Context: an optimization exercise on an open-source flow, tuned for small area, a short achievable clock period and few clock cycles. The choices shown serve that exercise and are no tape-out recipe.
In this exercise RTL edits were held to simulation tests only and were not proved equivalent to the original.
Power figures rest on the tool's default switching activity, not on a simulated workload.

==> flow/design.v, too long to show whole: its modules and the start of the top module <==
// module d_BCH_KES_top: 1162 lines
module d_BCH_KES_top
(
    input  wire         i_clk,
    input  wire         i_RESET,
    input  wire         i_stop_dec,
    input  wire [3:0]   i_channel_sel,
    input  wire         i_execute_kes,
    input  wire         i_data_fowarding,
    input  wire         i_buf_available,
    input  wire         i_chunk_number,
    input  wire         i_buf_sequence_end,
    output reg          o_kes_sequence_end,
    output wire         o_kes_fail,
    output wire         o_kes_available,
    output wire [3:0]   o_channel_sel,
    output wire         o_chunk_number,
    output wire         o_buf_sequence_end,
    output wire [3:0]   o_error_count,
    input  wire [323:0] i_syndromes,
    output wire [11:0]  o_v_2i_000,
    output wire [11:0]  o_v_2i_001,
    output wire [11:0]  o_v_2i_002,
    output wire [11:0]  o_v_2i_003,
    output wire [11:0]  o_v_2i_004,
    output wire [11:0]  o_v_2i_005,
    output wire [11:0]  o_v_2i_006,
    output wire [11:0]  o_v_2i_007,
    output wire [11:0]  o_v_2i_008,
    output wire [11:0]  o_v_2i_009,
    output wire [11:0]  o_v_2i_010,
    output wire [11:0]  o_v_2i_011,
    output wire [11:0]  o_v_2i_012,
    output wire [11:0]  o_v_2i_013,
    output wire [11:0]  o_v_2i_014
);
  // ...
==> flow/flow/run.sh <==
#!/bin/bash
# Layout flow: the standard ORFS flow (standard.sh, unchanged synthesis), with plain
# buf_2 cells as the port buffers instead of the default delay buffers.
set -euo pipefail
cd "$(dirname "$0")/.."
bash standard.sh "BUFFER_PORTS_ARGS=-buffer_cell sky130_fd_sc_hd__buf_2" finish > run_standard.log 2>&1
==> flow/standard.sh <==
#!/bin/bash
# synth_recipe.tcl (not shown) runs the flow's synth.tcl, then flattens the netlist and writes it again
# the make line also repeats each setting of config.mk as NAME=value (left out here)
make -C /OpenROAD-flow-scripts/flow DESIGN_CONFIG=/design/flow/config.mk WORK_HOME=/design/flow/orfs CLKGATE_MAP_FILE= SYNTH_SCRIPT=/design/flow/synth_recipe.tcl "${@:-finish}"
==> flow/config.mk <==
export PLATFORM = sky130hd
export DESIGN_NAME = d_BCH_KES_top
export DESIGN_NICKNAME = d_BCH_KES_top
export VERILOG_FILES = /design/flow/design.v
export SDC_FILE = /design/flow/constraint.sdc
export NUM_CORES = 4
export LEC_CHECK = 0
export ABC_CLOCK_PERIOD_IN_PS = 3000
export CAP_MARGIN = 20
export CORE_MARGIN = 2
export CORE_UTILIZATION = 30
export PLACE_DENSITY = 0.5
export SETUP_SLACK_MARGIN = 5
export SLEW_MARGIN = 20
==> flow/constraint.sdc <==
create_clock -name core_clock -period 8.5 [get_ports {i_clk}]
set_input_delay 1.7000 -clock core_clock [delete_from_list [all_inputs] [get_ports {i_clk}]]
set_output_delay 1.7000 -clock core_clock [all_outputs]
set_load 0.01 [all_outputs]
==> flow_metrics.tcl, run 1 <==
set metrics [dict create \
    yosysMostFrequentCell "nand2_1" \
    ctsHoldBuffers 0 \
    rsz0062_at_grt "yes" \
    status "no timing/DRC/antenna violations" \
    synth_edf_count 191 \
    inverters_excl_clock 40 \
    min_path_type "flop to flop" \
    power.internal_mw 18.1 \
    whs_endpoint "a_t[11][2]$_DFF_P_" \
    final_cell_mix "nand2_1, xnor2_1, xor2_1" \
    crit_top_cell "xnor2_1" \
    track_usage_pct 30.5 \
    clock-sinks 1647 \
    slowest_stage "xnor3_2" \
    relSlewSlack_pct 27.0 \
    n_tap_cell 5451 \
    postCtsResizedCells 1181 \
    synthCells 15171 \
    area_growth_pct 22.3 \
    h-tree-depth 4 \
    fin_util_pct 36.9 \
    clkPwrFrac_pct 27.7 \
    grt_pass1_wl_um 881000 \
    postCtsSetupBuffers 337 \
    rr_worst_depth 13 \
    final_hold_viol_count 0 \
    fillCellCount 41749 \
    die_area_sq_mm 0.417 \
    startpoint "a_v[0][3]$_DFF_P_" \
    dp_cells 20315 \
    yosys.area_share.simple_pct 18.5 \
    clockBufferDepth 4 \
    buffer_area_share_pct 9.44 \
    top_layer_used "met5" \
    r2r_start "a_v[0][3]$_DFF_P_" \
    multi_input_area_sq_mm 0.0878 \
    sh_seq_area_pct 23.4 \
    p_leak_nw 50.6 \
    dpl_worst_slack_ps 3500 \
    synth_ff_type "dfxtp_1" \
    seq_area_sq_mm 0.0353 \
    wl_per_cell_um 31.4 \
    pg_comb_mw 13.0 \
    wl_met3_um 66300 \
]
Testbench counts, summed over its fixed seeds: cycles 16,656.
==> run 2, diff against run 1 <==
--- a/flow/design.v
+++ b/flow/design.v
@@ -51,56 +51,59 @@
     reg  [11:0] b_v [0:15];
     reg  [11:0] b_k [1:14];
     reg  [11:0] b_t [0:25];
     reg         r_pend, r_fail;
     reg  [3:0]  r_ec;
     reg  [5:0]  r_tag;
     reg  [11:0] r_v [0:14];
     wire [11:0] w_s1 = i_syndromes[323:312];
+    wire w_ing = r_avail & ~i_data_fowarding;
+    wire [11:0] w_s1g = {12{w_ing}} & w_s1;
+    wire [11:0] w_s3g = {12{w_ing}} & i_syndromes[299:288];
     wire [11:0] w_s2 = i_syndromes[311:300];
     wire [11:0] w_s3 = i_syndromes[299:288];
     wire [22:0] w_s12u;
-    assign w_s12u[0] = ^{(w_s1[0] & w_s2[0])};
-    assign w_s12u[1] = ^{(w_s1[0] & w_s2[1]), (w_s1[1] & w_s2[0])};
-    assign w_s12u[2] = ^{(w_s1[0] & w_s2[2]), (w_s1[1] & w_s2[1]), (w_s1[2] & w_s2[0])};
-    assign w_s12u[3] = ^{(w_s1[0] & w_s2[3]), (w_s1[1] & w_s2[2]), (w_s1[2] & w_s2[1]), (w_s1[3] & w_s2[0])};
-    assign w_s12u[4] = ^{(w_s1[0] & w_s2[4]), (w_s1[1] & w_s2[3]), (w_s1[2] & w_s2[2]), (w_s1[3] & w_s2[1]), (w_s1[4] & w_s2[0])};
-    assign w_s12u[5] = ^{(w_s1[0] & w_s2[5]), (w_s1[1] & w_s2[4]), (w_s1[2] & w_s2[3]), (w_s1[3] & w_s2[2]), (w_s1[4] & w_s2[1]), (w_s1[5] & w_s2[0])};
-    assign w_s12u[6] = ^{(w_s1[0] & w_s2[6]), (w_s1[1] & w_s2[5]), (w_s1[2] & w_s2[4]), (w_s1[3] & w_s2[3]), (w_s1[4] & w_s2[2]), (w_s1[5] & w_s2[1]), (w_s1[6] & w_s2[0])};
-    assign w_s12u[7] = ^{(w_s1[0] & w_s2[7]), (w_s1[1] & w_s2[6]), (w_s1[2] & w_s2[5]), (w_s1[3] & w_s2[4]), (w_s1[4] & w_s2[3]), (w_s1[5] & w_s2[2]), (w_s1[6] & w_s2[1]), (w_s1[7] & w_s2[0])};
-    assign w_s12u[8] = ^{(w_s1[0] & w_s2[8]), (w_s1[1] & w_s2[7]), (w_s1[2] & w_s2[6]), (w_s1[3] & w_s2[5]), (w_s1[4] & w_s2[4]), (w_s1[5] & w_s2[3]), (w_s1[6] & w_s2[2]), (w_s1[7] & w_s2[1]), (w_s1[8] & w_s2[0])};
-    assign w_s12u[9] = ^{(w_s1[0] & w_s2[9]), (w_s1[1] & w_s2[8]), (w_s1[2] & w_s2[7]), (w_s1[3] & w_s2[6]), (w_s1[4] & w_s2[5]), (w_s1[5] & w_s2[4]), (w_s1[6] & w_s2[3]), (w_s1[7] & w_s2[2]), (w_s1[8] & w_s2[1]), (w_s1[9] & w_s2[0])};
-    assign w_s12u[10] = ^{(w_s1[0] & w_s2[10]), (w_s1[1] & w_s2[9]), (w_s1[2] & w_s2[8]), (w_s1[3] & w_s2[7]), (w_s1[4] & w_s2[6]), (w_s1[5] & w_s2[5]), (w_s1[6] & w_s2[4]), (w_s1[7] & w_s2[3]), (w_s1[8] & w_s2[2]), (w_s1[9] & w_s2[1]), (w_s1[10] & w_s2[0])};
-    assign w_s12u[11] = ^{(w_s1[0] & w_s2[11]), (w_s1[1] & w_s2[10]), (w_s1[2] & w_s2[9]), (w_s1[3] & w_s2[8]), (w_s1[4] & w_s2[7]), (w_s1[5] & w_s2[6]), (w_s1[6] & w_s2[5]), (w_s1[7] & w_s2[4]), (w_s1[8] & w_s2[3]), (w_s1[9] & w_s2[2]), (w_s1[10] & w_s2[1]), (w_s1[11] & w_s2[0])};
-    assign w_s12u[12] = ^{(w_s1[1] & w_s2[11]), (w_s1[2] & w_s2[10]), (w_s1[3] & w_s2[9]), (w_s1[4] & w_s2[8]), (w_s1[5] & w_s2[7]), (w_s1[6] & w_s2[6]), (w_s1[7] & w_s2[5]), (w_s1[8] & w_s2[4]), (w_s1[9] & w_s2[3]), (w_s1[10] & w_s2[2]), (w_s1[11] & w_s2[1])};
-    assign w_s12u[13] = ^{(w_s1[2] & w_s2[11]), (w_s1[3] & w_s2[10]), (w_s1[4] & w_s2[9]), (w_s1[5] & w_s2[8]), (w_s1[6] & w_s2[7]), (w_s1[7] & w_s2[6]), (w_s1[8] & w_s2[5]), (w_s1[9] & w_s2[4]), (w_s1[10] & w_s2[3]), (w_s1[11] & w_s2[2])};
-    assign w_s12u[14] = ^{(w_s1[3] & w_s2[11]), (w_s1[4] & w_s2[10]), (w_s1[5] & w_s2[9]), (w_s1[6] & w_s2[8]), (w_s1[7] & w_s2[7]), (w_s1[8] & w_s2[6]), (w_s1[9] & w_s2[5]), (w_s1[10] & w_s2[4]), (w_s1[11] & w_s2[3])};
-    assign w_s12u[15] = ^{(w_s1[4] & w_s2[11]), (w_s1[5] & w_s2[10]), (w_s1[6] & w_s2[9]), (w_s1[7] & w_s2[8]), (w_s1[8] & w_s2[7]), (w_s1[9] & w_s2[6]), (w_s1[10] & w_s2[5]), (w_s1[11] & w_s2[4])};
-    assign w_s12u[16] = ^{(w_s1[5] & w_s2[11]), (w_s1[6] & w_s2[10]), (w_s1[7] & w_s2[9]), (w_s1[8] & w_s2[8]), (w_s1[9] & w_s2[7]), (w_s1[10] & w_s2[6]), (w_s1[11] & w_s2[5])};
-    assign w_s12u[17] = ^{(w_s1[6] & w_s2[11]), (w_s1[7] & w_s2[10]), (w_s1[8] & w_s2[9]), (w_s1[9] & w_s2[8]), (w_s1[10] & w_s2[7]), (w_s1[11] & w_s2[6])};
-    assign w_s12u[18] = ^{(w_s1[7] & w_s2[11]), (w_s1[8] & w_s2[10]), (w_s1[9] & w_s2[9]), (w_s1[10] & w_s2[8]), (w_s1[11] & w_s2[7])};
-    assign w_s12u[19] = ^{(w_s1[8] & w_s2[11]), (w_s1[9] & w_s2[10]), (w_s1[10] & w_s2[9]), (w_s1[11] & w_s2[8])};
-    assign w_s12u[20] = ^{(w_s1[9] & w_s2[11]), (w_s1[10] & w_s2[10]), (w_s1[11] & w_s2[9])};
-    assign w_s12u[21] = ^{(w_s1[10] & w_s2[11]), (w_s1[11] & w_s2[10])};
-    assign w_s12u[22] = ^{(w_s1[11] & w_s2[11])};
+    assign w_s12u[0] = ^{(w_s1g[0] & w_s2[0])};
+    assign w_s12u[1] = ^{(w_s1g[0] & w_s2[1]), (w_s1g[1] & w_s2[0])};
+    assign w_s12u[2] = ^{(w_s1g[0] & w_s2[2]), (w_s1g[1] & w_s2[1]), (w_s1g[2] & w_s2[0])};
+    assign w_s12u[3] = ^{(w_s1g[0] & w_s2[3]), (w_s1g[1] & w_s2[2]), (w_s1g[2] & w_s2[1]), (w_s1g[3] & w_s2[0])};
+    assign w_s12u[4] = ^{(w_s1g[0] & w_s2[4]), (w_s1g[1] & w_s2[3]), (w_s1g[2] & w_s2[2]), (w_s1g[3] & w_s2[1]), (w_s1g[4] & w_s2[0])};
+    assign w_s12u[5] = ^{(w_s1g[0] & w_s2[5]), (w_s1g[1] & w_s2[4]), (w_s1g[2] & w_s2[3]), (w_s1g[3] & w_s2[2]), (w_s1g[4] & w_s2[1]), (w_s1g[5] & w_s2[0])};
+    assign w_s12u[6] = ^{(w_s1g[0] & w_s2[6]), (w_s1g[1] & w_s2[5]), (w_s1g[2] & w_s2[4]), (w_s1g[3] & w_s2[3]), (w_s1g[4] & w_s2[2]), (w_s1g[5] & w_s2[1]), (w_s1g[6] & w_s2[0])};
+    assign w_s12u[7] = ^{(w_s1g[0] & w_s2[7]), (w_s1g[1] & w_s2[6]), (w_s1g[2] & w_s2[5]), (w_s1g[3] & w_s2[4]), (w_s1g[4] & w_s2[3]), (w_s1g[5] & w_s2[2]), (w_s1g[6] & w_s2[1]), (w_s1g[7] & w_s2[0])};
+    assign w_s12u[8] = ^{(w_s1g[0] & w_s2[8]), (w_s1g[1] & w_s2[7]), (w_s1g[2] & w_s2[6]), (w_s1g[3] & w_s2[5]), (w_s1g[4] & w_s2[4]), (w_s1g[5] & w_s2[3]), (w_s1g[6] & w_s2[2]), (w_s1g[7] & w_s2[1]), (w_s1g[8] & w_s2[0])};
+    assign w_s12u[9] = ^{(w_s1g[0] & w_s2[9]), (w_s1g[1] & w_s2[8]), (w_s1g[2] & w_s2[7]), (w_s1g[3] & w_s2[6]), (w_s1g[4] & w_s2[5]), (w_s1g[5] & w_s2[4]), (w_s1g[6] & w_s2[3]), (w_s1g[7] & w_s2[2]), (w_s1g[8] & w_s2[1]), (w_s1g[9] & w_s2[0])};
+    assign w_s12u[10] = ^{(w_s1g[0] & w_s2[10]), (w_s1g[1] & w_s2[9]), (w_s1g[2] & w_s2[8]), (w_s1g[3] & w_s2[7]), (w_s1g[4] & w_s2[6]), (w_s1g[5] & w_s2[5]), (w_s1g[6] & w_s2[4]), (w_s1g[7] & w_s2[3]), (w_s1g[8] & w_s2[2]), (w_s1g[9] & w_s2[1]), (w_s1g[10] & w_s2[0])};
+    assign w_s12u[11] = ^{(w_s1g[0] & w_s2[11]), (w_s1g[1] & w_s2[10]), (w_s1g[2] & w_s2[9]), (w_s1g[3] & w_s2[8]), (w_s1g[4] & w_s2[7]), (w_s1g[5] & w_s2[6]), (w_s1g[6] & w_s2[5]), (w_s1g[7] & w_s2[4]), (w_s1g[8] & w_s2[3]), (w_s1g[9] & w_s2[2]), (w_s1g[10] & w_s2[1]), (w_s1g[11] & w_s2[0])};
+    assign w_s12u[12] = ^{(w_s1g[1] & w_s2[11]), (w_s1g[2] & w_s2[10]), (w_s1g[3] & w_s2[9]), (w_s1g[4] & w_s2[8]), (w_s1g[5] & w_s2[7]), (w_s1g[6] & w_s2[6]), (w_s1g[7] & w_s2[5]), (w_s1g[8] & w_s2[4]), (w_s1g[9] & w_s2[3]), (w_s1g[10] & w_s2[2]), (w_s1g[11] & w_s2[1])};
+    assign w_s12u[13] = ^{(w_s1g[2] & w_s2[11]), (w_s1g[3] & w_s2[10]), (w_s1g[4] & w_s2[9]), (w_s1g[5] & w_s2[8]), (w_s1g[6] & w_s2[7]), (w_s1g[7] & w_s2[6]), (w_s1g[8] & w_s2[5]), (w_s1g[9] & w_s2[4]), (w_s1g[10] & w_s2[3]), (w_s1g[11] & w_s2[2])};
+    assign w_s12u[14] = ^{(w_s1g[3] & w_s2[11]), (w_s1g[4] & w_s2[10]), (w_s1g[5] & w_s2[9]), (w_s1g[6] & w_s2[8]), (w_s1g[7] & w_s2[7]), (w_s1g[8] & w_s2[6]), (w_s1g[9] & w_s2[5]), (w_s1g[10] & w_s2[4]), (w_s1g[11] & w_s2[3])};
+    assign w_s12u[15] = ^{(w_s1g[4] & w_s2[11]), (w_s1g[5] & w_s2[10]), (w_s1g[6] & w_s2[9]), (w_s1g[7] & w_s2[8]), (w_s1g[8] & w_s2[7]), (w_s1g[9] & w_s2[6]), (w_s1g[10] & w_s2[5]), (w_s1g[11] & w_s2[4])};
+    assign w_s12u[16] = ^{(w_s1g[5] & w_s2[11]), (w_s1g[6] & w_s2[10]), (w_s1g[7] & w_s2[9]), (w_s1g[8] & w_s2[8]), (w_s1g[9] & w_s2[7]), (w_s1g[10] & w_s2[6]), (w_s1g[11] & w_s2[5])};
+    assign w_s12u[17] = ^{(w_s1g[6] & w_s2[11]), (w_s1g[7] & w_s2[10]), (w_s1g[8] & w_s2[9]), (w_s1g[9] & w_s2[8]), (w_s1g[10] & w_s2[7]), (w_s1g[11] & w_s2[6])};
+    assign w_s12u[18] = ^{(w_s1g[7] & w_s2[11]), (w_s1g[8] & w_s2[10]), (w_s1g[9] & w_s2[9]), (w_s1g[10] & w_s2[8]), (w_s1g[11] & w_s2[7])};
+    assign w_s12u[19] = ^{(w_s1g[8] & w_s2[11]), (w_s1g[9] & w_s2[10]), (w_s1g[10] & w_s2[9]), (w_s1g[11] & w_s2[8])};
+    assign w_s12u[20] = ^{(w_s1g[9] & w_s2[11]), (w_s1g[10] & w_s2[10]), (w_s1g[11] & w_s2[9])};
+    assign w_s12u[21] = ^{(w_s1g[10] & w_s2[11]), (w_s1g[11] & w_s2[10])};
+    assign w_s12u[22] = ^{(w_s1g[11] & w_s2[11])};
     wire [11:0] w_d1;
-    assign w_d1[0] = ^{w_s12u[0], w_s12u[12], w_s12u[17], w_s12u[20], w_s12u[21], w_s12u[22], w_s3[0]};
-    assign w_d1[1] = ^{w_s12u[1], w_s12u[13], w_s12u[18], w_s12u[21], w_s12u[22], w_s3[1]};
-    assign w_d1[2] = ^{w_s12u[2], w_s12u[14], w_s12u[19], w_s12u[22], w_s3[2]};
-    assign w_d1[3] = ^{w_s12u[3], w_s12u[12], w_s12u[15], w_s12u[17], w_s12u[21], w_s12u[22], w_s3[3]};
-    assign w_d1[4] = ^{w_s12u[4], w_s12u[12], w_s12u[13], w_s12u[16], w_s12u[17], w_s12u[18], w_s12u[20], w_s12u[21], w_s3[4]};
-    assign w_d1[5] = ^{w_s12u[5], w_s12u[13], w_s12u[14], w_s12u[17], w_s12u[18], w_s12u[19], w_s12u[21], w_s12u[22], w_s3[5]};
-    assign w_d1[6] = ^{w_s12u[6], w_s12u[14], w_s12u[15], w_s12u[18], w_s12u[19], w_s12u[20], w_s12u[22], w_s3[6]};
-    assign w_d1[7] = ^{w_s12u[7], w_s12u[12], w_s12u[15], w_s12u[16], w_s12u[17], w_s12u[19], w_s12u[22], w_s3[7]};
-    assign w_d1[8] = ^{w_s12u[8], w_s12u[13], w_s12u[16], w_s12u[17], w_s12u[18], w_s12u[20], w_s3[8]};
-    assign w_d1[9] = ^{w_s12u[9], w_s12u[14], w_s12u[17], w_s12u[18], w_s12u[19], w_s12u[21], w_s3[9]};
-    assign w_d1[10] = ^{w_s12u[10], w_s12u[15], w_s12u[18], w_s12u[19], w_s12u[20], w_s12u[22], w_s3[10]};
-    assign w_d1[11] = ^{w_s12u[11], w_s12u[16], w_s12u[19], w_s12u[20], w_s12u[21], w_s3[11]};
-    wire [11:0] w_inj = {12{r_avail & ~i_data_fowarding}} & w_d1;
+    assign w_d1[0] = ^{w_s12u[0], w_s12u[12], w_s12u[17], w_s12u[20], w_s12u[21], w_s12u[22], w_s3g[0]};
+    assign w_d1[1] = ^{w_s12u[1], w_s12u[13], w_s12u[18], w_s12u[21], w_s12u[22], w_s3g[1]};
+    assign w_d1[2] = ^{w_s12u[2], w_s12u[14], w_s12u[19], w_s12u[22], w_s3g[2]};
+    assign w_d1[3] = ^{w_s12u[3], w_s12u[12], w_s12u[15], w_s12u[17], w_s12u[21], w_s12u[22], w_s3g[3]};
+    assign w_d1[4] = ^{w_s12u[4], w_s12u[12], w_s12u[13], w_s12u[16], w_s12u[17], w_s12u[18], w_s12u[20], w_s12u[21], w_s3g[4]};
+    assign w_d1[5] = ^{w_s12u[5], w_s12u[13], w_s12u[14], w_s12u[17], w_s12u[18], w_s12u[19], w_s12u[21], w_s12u[22], w_s3g[5]};
+    assign w_d1[6] = ^{w_s12u[6], w_s12u[14], w_s12u[15], w_s12u[18], w_s12u[19], w_s12u[20], w_s12u[22], w_s3g[6]};
+    assign w_d1[7] = ^{w_s12u[7], w_s12u[12], w_s12u[15], w_s12u[16], w_s12u[17], w_s12u[19], w_s12u[22], w_s3g[7]};
+    assign w_d1[8] = ^{w_s12u[8], w_s12u[13], w_s12u[16], w_s12u[17], w_s12u[18], w_s12u[20], w_s3g[8]};
+    assign w_d1[9] = ^{w_s12u[9], w_s12u[14], w_s12u[17], w_s12u[18], w_s12u[19], w_s12u[21], w_s3g[9]};
+    assign w_d1[10] = ^{w_s12u[10], w_s12u[15], w_s12u[18], w_s12u[19], w_s12u[20], w_s12u[22], w_s3g[10]};
+    assign w_d1[11] = ^{w_s12u[11], w_s12u[16], w_s12u[19], w_s12u[20], w_s12u[21], w_s3g[11]};
+    wire [11:0] w_inj = w_d1;
     wire w_s1nz = ~i_data_fowarding & (|w_s1);
     wire [5:0] w_avs0 = a_v[0][5:0] ^ a_v[0][11:6];
     wire [11:0] w_w0 = a_t[25] & {12{r_g}};
     wire [5:0] w_ats0 = w_w0[5:0] ^ w_w0[11:6];
     wire [5:0] w_avs1 = a_v[1][5:0] ^ a_v[1][11:6];
     wire [11:0] w_w1 = a_t[24] & {12{r_g}};
     wire [5:0] w_ats1 = w_w1[5:0] ^ w_w1[11:6];
     wire [5:0] w_avs2 = a_v[2][5:0] ^ a_v[2][11:6];
==> run 2 against run 1 <==
Net effect: sequential power rose by 2.3%; final area rose by 0.23%; clock skew rose by 23 ps; register-to-register slack got worse by 270 ps; synthesized cell count barely moved; sequential cell count did not move; critical path depth fell by 1; critical endpoint is now b_ds[4]$_DFF_P_.
==> flow_metrics.tcl, run 2 <==
set metrics [dict create \
    status "no timing/DRC/antenna violations" \
    reg_top3 "a_t: 312 flops, b_t: 312 flops" \
    r2r_start "a_v[12][3]$_DFF_P_" \
    drtAntennaViolNets 0 \
    setup_slack_ps 4440 \
    power.density_mw_per_mm2 210 \
    power_frac_comb_pct 41.5 \
    yosys.area.top_type "xnor2_1" \
    p_leak_nw 51.3 \
    antenna_found_initial 79 \
    drc 0 \
    cts-root-buf "clkbuf_16" \
    grt_max_degree 141 \
    io_pins 529 \
    min_path_type "flop to flop" \
    fin_crit_sh_pct 47.7 \
    area_growth_pct 22.2 \
    dr.first_iter.drc_count 14448 \
    h-tree-depth 4 \
    track_usage_pct 30.4 \
    ys_ff_latch 1647 \
    end_kind "flop" \
    switchingPower_mw 13.4 \
    syn_nets 15523 \
    max-cap-violations 0 \
    cts_tree "yes" \
    port_buffers 528 \
    layoutNonFillerInstCount 21234 \
    slew_violations 0 \
    die_x_um 647 \
    ir_drop_v 0.000338 \
    synthArstFlopShare_pct 0 \
    clk_pin_slew_ps 70 \
    design_area_sq_mm 0.151 \
    clock_skew_ps 101 \
    die_h_um 647 \
    multi_input_area_sq_mm 0.0880 \
    sw_frac_of_total_pct 42.2 \
    synth_area_leaders "xnor2_1, dfxtp_1, nand2_1, xor2_1, edfxtp_1" \
    power.internal_mw 18.3 \
    nNetsFinal 15907 \
    yosysSeqAreaShare_pct 28.2 \
    final_hold_viol_count 0 \
    yosysMostFrequentCell "nand2_1" \
    synth.distinct_cells 54 \
    first_global_vias 101182 \
    synth_commonest_cells "nand2_1, xnor2_1, dfxtp_1, xor2_1, clkbuf_1" \
    dpl_worst_slack_ps 3190 \
    whs_ps 276 \
    die_area_sq_mm 0.418 \
    synth_ff_type "dfxtp_1" \
    num_vias 108419 \
    fillCellCount 42078 \
    clock_latency_ps 970 \
    wl_per_cell_um 31.1 \
    fmax_ghz 0.247 \
    clock-sinks 1647 \
    synth_edf_count 191 \
    finalSetupViolCount 0 \
    rsz0062_at_grt "yes" \
    power_mw 31.7 \
    clockBufferDepth 4 \
    initial_core_util_pct 30.2 \
    netlist.area_leader.share_pct 30.9 \
    final_cell_mix "nand2_1, xnor2_1, xor2_1" \
    startpoint_type "flop" \
    gp_congestion 1.06 \
    path_max_fanout 9 \
    numCtsBuffers 187 \
    syn_avg_cell_area_sq_um 8.16 \
    synth_area_sq_mm 0.124 \
    synthCells 15173 \
    startpoint "a_v[12][3]$_DFF_P_" \
    fin_util_pct 36.9 \
    drive_gt1_share_pct 19.2 \
    fin_crit_ps 4060 \
    place_area_sq_mm 0.132 \
    crit_arrival_ps 4820 \
    grt_overflow 0 \
    pwr-share-seq_pct 30.8 \
    ys_warn_count 8 \
    cp.required_ps 9270 \
    clkPwrFrac_pct 27.7 \
    core_sq_mm 0.410 \
    dp_cells 20333 \
    holdCritStartpoint "b_t[24][6]$_DFF_P_" \
    worst_slew_pin_slew_ps 1190 \
    critPathKind "flop to flop" \
    layout_commonest_cell "nand2_1" \
    routed_via_density 5.11 \
    rows 235 \
    ctsHoldBuffers 0 \
    setup_tns_ps 0 \
    drt_first_pass_iters 9 \
    wl_um 659000 \
    seq_area_sq_mm 0.0353 \
    grt_pass1_wl_um 883000 \
    dp_hpwl_um 446000 \
    relSlewSlack_pct 20.5 \
]
run 2: cell types whose count changed in the layout (fill, tap and decap cells not counted), moves of 10 or more:
cell	change
and2_4	-15
buf_4	+19
buf_6	+25
dfxtp_2	+11
diode_2	+17
nand2_1	-102
nand2_2	+15
nand2_4	+21
nand3_1	+120
nand3_2	-37
nor2_1	+19
xnor3_1	+10
xor2_1	-43
run 2: power groups by stage:
stage / Combinational, mW / Clock (mW) / Sequential (mW)
floorplan: 6.28 / 0 / 8.84
global placement: 10.4 / 0 / 9.97
detailed placement: 10.4 / 0 / 9.97
CTS: 11.9 / 8.91 / 9.78
global route: 13.1 / 9.21 / 9.76
finish: 13.2 / 8.78 / 9.78
run 2: cell families after synthesis:
group | after synthesis | share of synthesized area, %
XOR/XNOR | 5972 | 43.5
AND/OR/NAND/NOR | 5632 | 18.5
flip-flops | 1647 | 28.2
buffers and inverters | 1321 | 4.68
multiplexers | 496 | 4.51
AO/OA/AOI/OAI | 91 | 0.447
adder cells (fa/ha/maj) | 14 | 0.141
run 2: cell type report:
cell class                 instances  area share (%)
timing repair buffer            1475            9.46
multi-input combinational      12206            58.1
antenna                           68           0.112
inverter                          40           0.102
sequential                      1647            23.3
tap                             5451            4.51
clock inverter                    99           0.830
clock buffer                     248            3.53
run 2: final timing paths:
check | endpoint | slack (ps) | cells past startpoint
min | a_t[22][6]$_DFF_P_ | 280 | 0
max reg2reg | b_ds[4]$_DFF_P_ | 4440 | 12
min reg2reg | a_t[22][6]$_DFF_P_ | 280 | 0
max | b_ds[4]$_DFF_P_ | 4440 | 12
run 2: timing repair:
action	CTS	global route
endpoints found under the setup margin	239	114
gates resized for setup	1125	348
gates cloned	6	4
pin swaps	162	127
buffers inserted	374	102
run 2: per-layer routing:
metal,share of wire (%),global-route usage (%),vias up
met4,8.7,21.6,40
met5,0.12,0.509,-
met2,42,44.7,6896
met3,11,9.35,2173
li1,-,-,46826
met1,39,37.6,52484
run 2: worst max-delay path: stages (launching register included):
cell and delay, ps:
dfxtp_1 480, buf_8 250, nand2_1 110, xor2_1 250, xnor2_1 120, xnor2_1 220, xnor2_1 160, xnor2_2 580
xnor3_2 510, nand2_4 160, xor2_4 180, xnor3_2 470, xor3_1 390
Testbench counts of run 2, summed over its fixed seeds: cycles 16,656.

separate check: timing with driven ports:
The results above use ideal ports. As a check the final layouts listed here were re-extracted and re-timed, cells and wires unchanged.
Step 1 (the two cells are an assumption about what drives the block):
set clk [get_ports {i_clk}]
set_driving_cell -lib_cell sky130_fd_sc_hd__clkbuf_16 $clk
set_driving_cell -lib_cell sky130_fd_sc_hd__buf_2 [delete_from_list [all_inputs] $clk]
Step 2 moves the port delays by t, midway between the first and last clock arrival at a register: inputs arrive t later, outputs are due t later. That takes back most of the time a late clock gives input paths.
a / b / c = ideal ports / drivers / drivers and shift; a / b = the first two.
run | t (ns) | slack for setup (ns) | worst setup path after step 2
run 1 | 1.048 | 4.710 / 4.710 / 3.743 | input to register
run 2 | 1.040 | 4.443 / 4.443 / 3.593 | input to register
After both steps every run listed still meets setup and hold. The setup slack of run 1, which loses most, moves by 0.000 ns with the drivers and by -0.967 ns with both steps.
